This is an optimization exercise on Yosys and OpenROAD, whose aim is small area, a short achievable clock period and few clock cycles, not a production implementation.
Only simulation tests tie the RTL to the original design; equivalence was not proved.
Power figures rest on the tool's default switching activity, not on a simulated workload.

===== flow/design.v =====
`default_nettype none
module processor( input         clk, reset,
                  output [31:0] PC,
                  input  [31:0] instruction,
                  output        WE,
                  output [31:0] address_to_mem,
                  output [31:0] data_to_mem,
                  input  [31:0] data_from_mem
                );
    reg  [31:0] pc_q;
    reg  [31:0] rf [1:31];
    reg  [31:0] a_e, b_e, alt_e;
    reg  [11:0] imm_e;
    reg  [4:0]  rd_e;
    reg         wen_e, load_e, store_e, br_e, beq_e, blt_e, jal_e, jalr_e, pred_e;
    reg         sel_sum_e, sub_e, kill_e, sel_avg_e, sel_and_e, sel_srl_e, sel_addr_e;
    reg  [31:0] res_m, data_m;
    reg  [4:0]  rd_m;
    reg         wen_m, load_m, we_m;
    assign PC             = pc_q;
    assign WE             = we_m;
    assign address_to_mem = res_m;
    assign data_to_mem    = data_m;
    wire [6:0] op  = instruction[6:0];
    wire [2:0] f3  = instruction[14:12];
    wire [4:0] rs1 = instruction[19:15];
    wire [4:0] rs2 = instruction[24:20];
    wire [4:0] rd  = instruction[11:7];
    wire       f7z = instruction[31:25] == 7'b0000000;
    wire       f7s = instruction[31:25] == 7'b0100000;
    wire d_r    = op == 7'b0110011;
    wire d_v    = op == 7'b0001011;
    wire d_i    = op == 7'b0010011;
    wire d_l    = op == 7'b0000011;
    wire d_s    = op == 7'b0100011;
    wire d_b    = op == 7'b1100011;
    wire d_jal  = op == 7'b1101111;
    wire d_jalr = op == 7'b1100111;
    wire d_add  = d_r & f7z & (f3 == 3'b000);
    wire d_sub  = d_r & f7s & (f3 == 3'b000);
    wire d_and  = d_r & f7z & (f3 == 3'b111);
    wire d_srl  = d_r & f7z & (f3 == 3'b101);
    wire d_addv = d_v & f7z & (f3 == 3'b000);
    wire d_avgv = d_v & f7z & (f3 == 3'b001);
    wire d_beq  = d_b & (f3 == 3'b000);
    wire d_blt  = d_b & (f3 == 3'b100);
    wire d_use1 = d_r | d_v | d_i | d_l | d_s | d_b | d_jalr;
    wire d_use2 = d_r | d_v | d_s | d_b;
    wire d_wen  = (d_add | d_sub | d_and | d_srl | d_addv | d_avgv | d_i | d_l | d_jal | d_jalr)
                  & (rd != 5'd0);
    wire [11:0] d_imm = d_s ? {instruction[31:25], instruction[11:7]} : instruction[31:20];
    wire [20:0] f_off = instruction[3]
                      ? {instruction[31], instruction[19:12], instruction[20], instruction[30:21], 1'b0}
                      : {8'd0, instruction[31], instruction[7], instruction[30:25], instruction[11:8], 1'b0};
    wire [31:0] f_tgt, f_pc4;
    pfx_add #(32) u_tgt (.a(pc_q), .b({11'd0, f_off}), .cin(1'b0), .s(f_tgt), .cout());
    pfx_add #(30) u_pc4 (.a(pc_q[31:2]), .b(30'd1), .cin(1'b0), .s(f_pc4[31:2]), .cout());
    assign f_pc4[1:0] = pc_q[1:0];
    wire        d_pred = d_jal | (d_b & instruction[31]);
    wire [31:0] d_alt  = (d_b & ~d_pred) ? f_tgt : f_pc4;
    wire [31:0] bi = sub_e ? ~b_e : b_e;
    wire        pk = ~kill_e;
    wire [35:0] sx;
    pfx_add #(35) u_sum (
        .a({a_e[31:24], pk, a_e[23:16], pk, a_e[15:8], pk, a_e[7:0]}),
        .b({bi[31:24], 1'b0, bi[23:16], 1'b0, bi[15:8], 1'b0, bi[7:0]}),
        .cin(sub_e), .s(sx[34:0]), .cout(sx[35]));
    wire [31:0] sum_r = {sx[34:27], sx[25:18], sx[16:9], sx[7:0]};
    wire [31:0] avg_r = {sx[35:28], sx[26:19], sx[17:10], sx[8:1]};
    wire [31:0] and_r = a_e & b_e;
    wire [31:0] srl_r = (|b_e[31:5]) ? 32'd0 : (a_e >> b_e[4:0]);
    wire [31:0] addr;
    pfx_add #(32) u_addr (.a(a_e), .b({20'd0, imm_e}), .cin(1'b0), .s(addr), .cout());
    wire [31:0] link  = alt_e;
    wire [31:0] res_e = ({32{sel_sum_e}}  & sum_r)
                      | ({32{sel_avg_e}}  & avg_r)
                      | ({32{sel_and_e}}  & and_r)
                      | ({32{sel_srl_e}}  & srl_r)
                      | ({32{sel_addr_e}} & addr)
                      | ({32{jal_e | jalr_e}} & link);
    wire eq = a_e == b_e;
    wire lt = (a_e[31] ^ b_e[31]) ? a_e[31] : sx[34];
    wire taken    = (beq_e & eq) | (blt_e & lt);
    wire redirect = (br_e & (taken ^ pred_e)) | jalr_e;
    wire [31:0] target = jalr_e ? addr : alt_e;
    wire [31:0] wb = load_m ? data_from_mem : res_m;
    always @(posedge clk) begin
        if (wen_m) rf[rd_m] <= wb;
    end
    reg  [31:0] rf1, rf2;
    integer k;
    always @(*) begin
        rf1 = 32'd0;
        rf2 = 32'd0;
        for (k = 1; k < 32; k = k + 1) begin
            rf1 = rf1 | ({32{rs1 == k}} & rf[k]);
            rf2 = rf2 | ({32{rs2 == k}} & rf[k]);
        end
    end
    wire hit1e = wen_e & (rd_e == rs1);
    wire hit2e = wen_e & (rd_e == rs2);
    wire hit1m = wen_m & (rd_m == rs1);
    wire hit2m = wen_m & (rd_m == rs2);
    wire [31:0] fwd1 = hit1e ? res_e : hit1m ? wb : rf1;
    wire [31:0] fwd2 = hit2e ? res_e : hit2m ? wb : rf2;
    wire stall = load_e & ((d_use1 & hit1e) | (d_use2 & hit2e));
    wire bubble = redirect | stall;
    always @(posedge clk or posedge reset) begin
        if (reset) begin
            pc_q <= 32'd0;
            wen_e <= 1'b0; load_e <= 1'b0; store_e <= 1'b0; br_e <= 1'b0;
            beq_e <= 1'b0; blt_e <= 1'b0; jal_e <= 1'b0; jalr_e <= 1'b0; pred_e <= 1'b0;
            wen_m <= 1'b0; load_m <= 1'b0; we_m <= 1'b0;
        end else begin
            pc_q <= redirect ? target : stall ? pc_q : d_pred ? f_tgt : f_pc4;
            wen_e   <= ~bubble & d_wen;
            load_e  <= ~bubble & d_l;
            store_e <= ~bubble & d_s;
            br_e    <= ~bubble & d_b;
            beq_e   <= ~bubble & d_beq;
            blt_e   <= ~bubble & d_blt;
            jal_e   <= ~bubble & d_jal;
            jalr_e  <= ~bubble & d_jalr;
            pred_e  <= ~bubble & d_pred;
            wen_m   <= wen_e;
            load_m  <= load_e;
            we_m    <= store_e;
        end
    end
    always @(posedge clk) begin
        a_e <= fwd1;
        b_e <= fwd2;
        alt_e <= d_alt;
        imm_e <= d_imm;
        rd_e <= rd;
        sel_sum_e  <= d_add | d_sub | d_addv | d_b;
        sub_e      <= d_sub | d_b;
        kill_e     <= d_addv | d_avgv;
        sel_avg_e  <= d_avgv;
        sel_and_e  <= d_and;
        sel_srl_e  <= d_srl;
        sel_addr_e <= d_i | d_l | d_s;
        res_m  <= res_e;
        data_m <= b_e;
        rd_m   <= rd_e;
    end
endmodule
module pfx_add #(parameter N = 32) (
    input  [N-1:0] a, b,
    input          cin,
    output [N-1:0] s,
    output         cout
);
    localparam L = (N > 32) ? 6 : (N > 16) ? 5 : (N > 8) ? 4 : (N > 4) ? 3 : 2;
    wire [(L+1)*N-1:0] gg, pp;
    wire [N-1:0] p0 = a ^ b;
    wire [N-1:0] g0 = a & b;
    assign gg[N-1:0] = {g0[N-1:1], g0[0] | (p0[0] & cin)};
    assign pp[N-1:0] = p0;
    genvar l, i;
    generate
        for (l = 0; l < L; l = l + 1) begin : lv
            for (i = 0; i < N; i = i + 1) begin : bt
                if ((i >> l) & 1) begin : cmb
                    assign gg[(l+1)*N+i] = gg[l*N+i] | (pp[l*N+i] & gg[l*N+((i>>l)<<l)-1]);
                    assign pp[(l+1)*N+i] = pp[l*N+i] & pp[l*N+((i>>l)<<l)-1];
                end else begin : pass
                    assign gg[(l+1)*N+i] = gg[l*N+i];
                    assign pp[(l+1)*N+i] = pp[l*N+i];
                end
            end
        end
    endgenerate
    wire [N-1:0] c = gg[L*N +: N];
    assign s    = p0 ^ {c[N-2:0], cin};
    assign cout = c[N-1];
endmodule
`default_nettype wire

===== flow/flow/run.sh =====
#!/bin/bash
# Layout flow: the standard synthesis, unchanged; then the standard ORFS
# place-and-route with these changes:
#  - timing repair aims below the clock period (setup margin), so the layout
#    is sized for speed; the clock, I/O delays and loads stay as given;
#  - resizing may change a cell's footprint, so port buffers can be sized;
#  - port buffers are plain buffers rather than the default delay-cell buffer.
set -euo pipefail
MARGIN=${MARGIN:-7.4}
bash standard.sh synth > synth.log 2>&1
bash standard.sh \
  SETUP_SLACK_MARGIN=$MARGIN \
  MATCH_CELL_FOOTPRINT=0 \
  "BUFFER_PORTS_ARGS=-buffer_cell sky130_fd_sc_hd__buf_2" \
  TNS_END_PERCENT=${TNS:-20} \
  finish > pnr.log 2>&1

===== flow/standard.sh =====
#!/bin/bash
# synth_recipe.tcl (not shown) runs the flow's synth.tcl, then flattens the netlist and writes it again
# the make line also repeats each setting of config.mk as NAME=value (left out here)
make -C /OpenROAD-flow-scripts/flow DESIGN_CONFIG=/design/flow/config.mk WORK_HOME=/design/flow/orfs CLKGATE_MAP_FILE= SYNTH_SCRIPT=/design/flow/synth_recipe.tcl "${@:-finish}"

===== flow/config.mk =====
export PLATFORM = sky130hd
export DESIGN_NAME = processor
export DESIGN_NICKNAME = processor
export VERILOG_FILES = /design/flow/design.v
export SDC_FILE = /design/flow/constraint.sdc
export NUM_CORES = 4
export LEC_CHECK = 0
export CAP_MARGIN = 20
export CORE_MARGIN = 2
export CORE_UTILIZATION = 40
export SETUP_SLACK_MARGIN = 0.2
export SLEW_MARGIN = 20

===== flow/constraint.sdc =====
create_clock -name core_clock -period 11.0 [get_ports {clk}]
set_input_delay 2.2000 -clock core_clock [delete_from_list [all_inputs] [get_ports {clk}]]
set_output_delay 2.2000 -clock core_clock [all_outputs]
set_load 0.01 [all_outputs]

==> results.tsv <==
metric	value	unit
yosys_register_bits	1225	
coreArea	144000	µm²
viasPerCell	7.39	
cp-start-kind	flop	
slowest_delay	570	ps
total_power	12.2	mW
tritoncts	built	
slew_headroom	0.196	
preCtsSetupSlack	5260	ps
first_pass_iters	28	
rrSetupSlack	6700	ps
vias	53400	
clkPwrFrac	0.363	
floorplan.initialDensity	0.403	
rsz0062_at_grt	yes	
clkSlewWorstSetupHoldPaths	60	ps
synthArstFlopShare	0.0359	
dp_hpwl	171	mm
crit_fanout	7	
synth_edf_count	992	
yosys.area.top_type	edfxtp_1	
port_buffers	162	
crit_path_frequent_cell	o211ai_1	
fp.dieH	384	µm
fin_crit_sh	0.391	
syn-num-nets	4983	
clock-root-buffer	clkbuf_16	
grt_pass1_wl	401	mm
num_io_pins	163	
synth.top_cells.by_count	992 x edfxtp_1, 881 x a22oi_1, 570 x nand2_1	
fin_crit	4300	ps
hp-class	reg -> reg	
ctsHoldBuffers	0	
antenna_found_initial	19	
routed_wl	311	mm
timing.rr.start	sub_e	
synth.most_common_cell	edfxtp_1	
p_per_area	170	nW/µm²
slew_violations	0	
clkLatencyLatePin	790	ps
timing.rr.end	b_e[14]	
die_w	384	µm
grt_overflow	0	
status	complete, no violations	
hold_viol	0	
drc_errors	0	
tns	0	ps
numCtsBuffers	130	
synth_seq_area_share	0.599	
syn_inst	4804	
worst_setup_path_end_kind	flop	
track_usage	0.396	
area_growth	23.5	%
worst-slew-pin-transition	1200	ps
clock_skew	35.5	ps
drtAntennaViolNets	0	
netlist_top_cells_area	edfxtp_1 51%, a22oi_1 11%, dfxtp_1 6.5%	
crit_required	11670	ps
crit_chain	buf_12, xor2_1, ha_1, o211ai_1, o21ai_4, buf_4, o2111a_2, nor2_4, fa_1, inv_2, a222oi_1, o211ai_1, a221o_2, mux2_4	
cp.arrival	4970	ps
syn_area	57900	µm²
cellLeakagePower	26.7	nW
seq_power_share	0.453	
setup_ws	6700	ps
drv_cap	0	
worst_path_max_delay_cell	a221o_2	
grt_start_max_net_pins	53	
syn_avg_cell_area	12.1	µm²
drive_gt1_frac	0.238	
clock_sinks	1225	
clk_path_buf_depth	3	
layout.nets	5369	
htreeDepth	4	
endpoint	b_e[14]	
ys.flop_type	edfxtp_1	
switchingPower	3.65	mW
hold_ws	389	ps
drtIter0Drc	12643	
reg2reg_depth	14	
synth_top_area_frac	0.515	
gp_congestion	0.998	
power.internal	8.51	mW
setup.worst_path.class	reg -> reg	
finalSetupViolCount	0	
ys_warn_count	1	
p_sw_frac	0.300	
vdd_drop_max	0.000167	V
synth_cell_types	90	
rows	139	
wl_per_cell	43.1	µm
fmax	233	MHz
die_area	148000	µm²
grt_pass1_vias	48197	
power_frac_comb	0.184	
startpoint	sub_e	
==> layout make-up <==
type,count,area (µm²)
Fill cell,12453,72200
Clock inverter,59,571
Clock buffer,180,3580
Multi-Input combinational cell,3150,23900
Inverter,99,372
Tap cell,1903,2380
Timing Repair Buffer,584,5860
Antenna cell,24,60.1
Sequential cell,1225,34700
==> layout by cell type, fill, tap and decap left out, types with 41 or more instances in the layout <==
cell and count:
nor2_4 59, buf_6 59, nor3_1 41, a222oi_1 79, dfxtp_1 165, xnor2_1 49
buf_2 151, nand2_1 564, dfrtp_1 42, mux2i_1 99, buf_4 253, nor4_1 58
ha_1 85, buf_12 65, o21ai_0 61, nand4_1 72, clkbuf_16 153, nor2_1 157
nand3_1 70, a22oi_1 848, mux2_2 57, inv_1 87, xor2_1 74, edfxtp_1 992
a21oi_1 86
==> power groups by stage <==
| stage | Clock, mW | Combinational, mW | Sequential [mW] |
|---|---|---|---|
| 2_1_floorplan | 0 | 1.17 | 5.40 |
| 3_3_place_gp | 0 | 1.81 | 5.58 |
| 3_5_place_dp | 0 | 1.83 | 5.57 |
| 4_1_cts | 4.38 | 2.02 | 5.48 |
| 5_1_grt | 4.56 | 2.33 | 5.50 |
| 6_report | 4.41 | 2.23 | 5.51 |
==> cell families after synthesis <==
group	after synthesis	synth area share
xor+xnor	133	0.0201
buf+inv	435	0.0290
compound gates	1417	0.182
simple gates	1292	0.105
fa+ha+maj	113	0.0261
mux	189	0.0391
flops	1225	0.599
==> state kept, by name, summed over array words and instances, names as in the netlist, 5 cells and up <==
register  count
a_e          32
alt_e        32
b_e          32
data_m       32
imm_e        12
pc_q         32
rd_e          5
rd_m          5
res_m        32
rf          992
==> worst min path at each step <==
stage               startpoint  endpoint  slack (ps)  cells after the start
finish                 store_e      we_m         390                      0
global route           store_e      we_m         390                      0
CTS                    store_e      we_m         380                      0
detailed placement     store_e      we_m         370                      0
global placement       store_e      we_m         380                      0
floorplan              store_e      we_m         330                      0
==> per-stage QoR <==
stage | cells | util | cell area [µm²]
3_5_place_dp | 6687 | 0.430 | 61800
3_3_place_gp | 6684 | 0.429 | 61700
4_1_cts | 7039 | 0.476 | 68300
2_1_floorplan | 4804 | - | 58100
5_1_grt | 7202 | 0.497 | 71400
6_report | 7224 | 0.498 | 71500
==> critical path, delay by kind of cell, from the launching register on <==
family | cells | cell delay (ps)
AOI/OAI and AO/OA | 6 | 2010
muxes | 1 | 330
adders and majority gates | 2 | 830
buffers and inverters | 3 | 360
DFF | 1 | 400
xor gates and xnor gates | 1 | 170
and+or+nand+nor | 1 | 70
==> timing repair <==
| item | CTS | global route |
|---|---|---|
| gates cloned | 12 | 16 |
| endpoints found under the setup margin | 194 | 192 |
| resized for setup | 366 | 346 |
| pin swaps | 64 | 95 |
| buffers inserted | 101 | 145 |
==> metal layers <==
layer	global-route usage	share of wire	vias to the layer above	wire length (µm)
met2	0.569	0.40	6144	126000
met1	0.465	0.32	25502	98800
met4	0.310	0.11	26	33200
met3	0.166	0.17	1900	52900
li1	-	-	19828	-
met5	0.00520	0.0016	-	495
Testbench counts, summed over its fixed seeds: cycles 47,396.

afterwards: timing with drivers on the ports:
No port has a modelled driver above. Below, the same layout with a new extraction and two added sets of constraints. Step 1: set_driving_cell puts a clkbuf_16 on clk and a buf_2 on each other input, an assumption about the parent block. Step 2, shift: input delay + t, output delay - t, t = (earliest + latest rising clock arrival at the registers) / 2. This alone moves slack from input paths to output paths. a / b / c = ideal ports / drivers / drivers and shift; a / b = the first two.
t, ns: 0.855
setup slack, ns: 6.702 / 6.702 / 5.894
worst setup path at the end: input to register
After both steps setup and hold are still met in this run. The setup slack of this run moves by 0.000 ns with the drivers and by -0.808 ns with both steps.
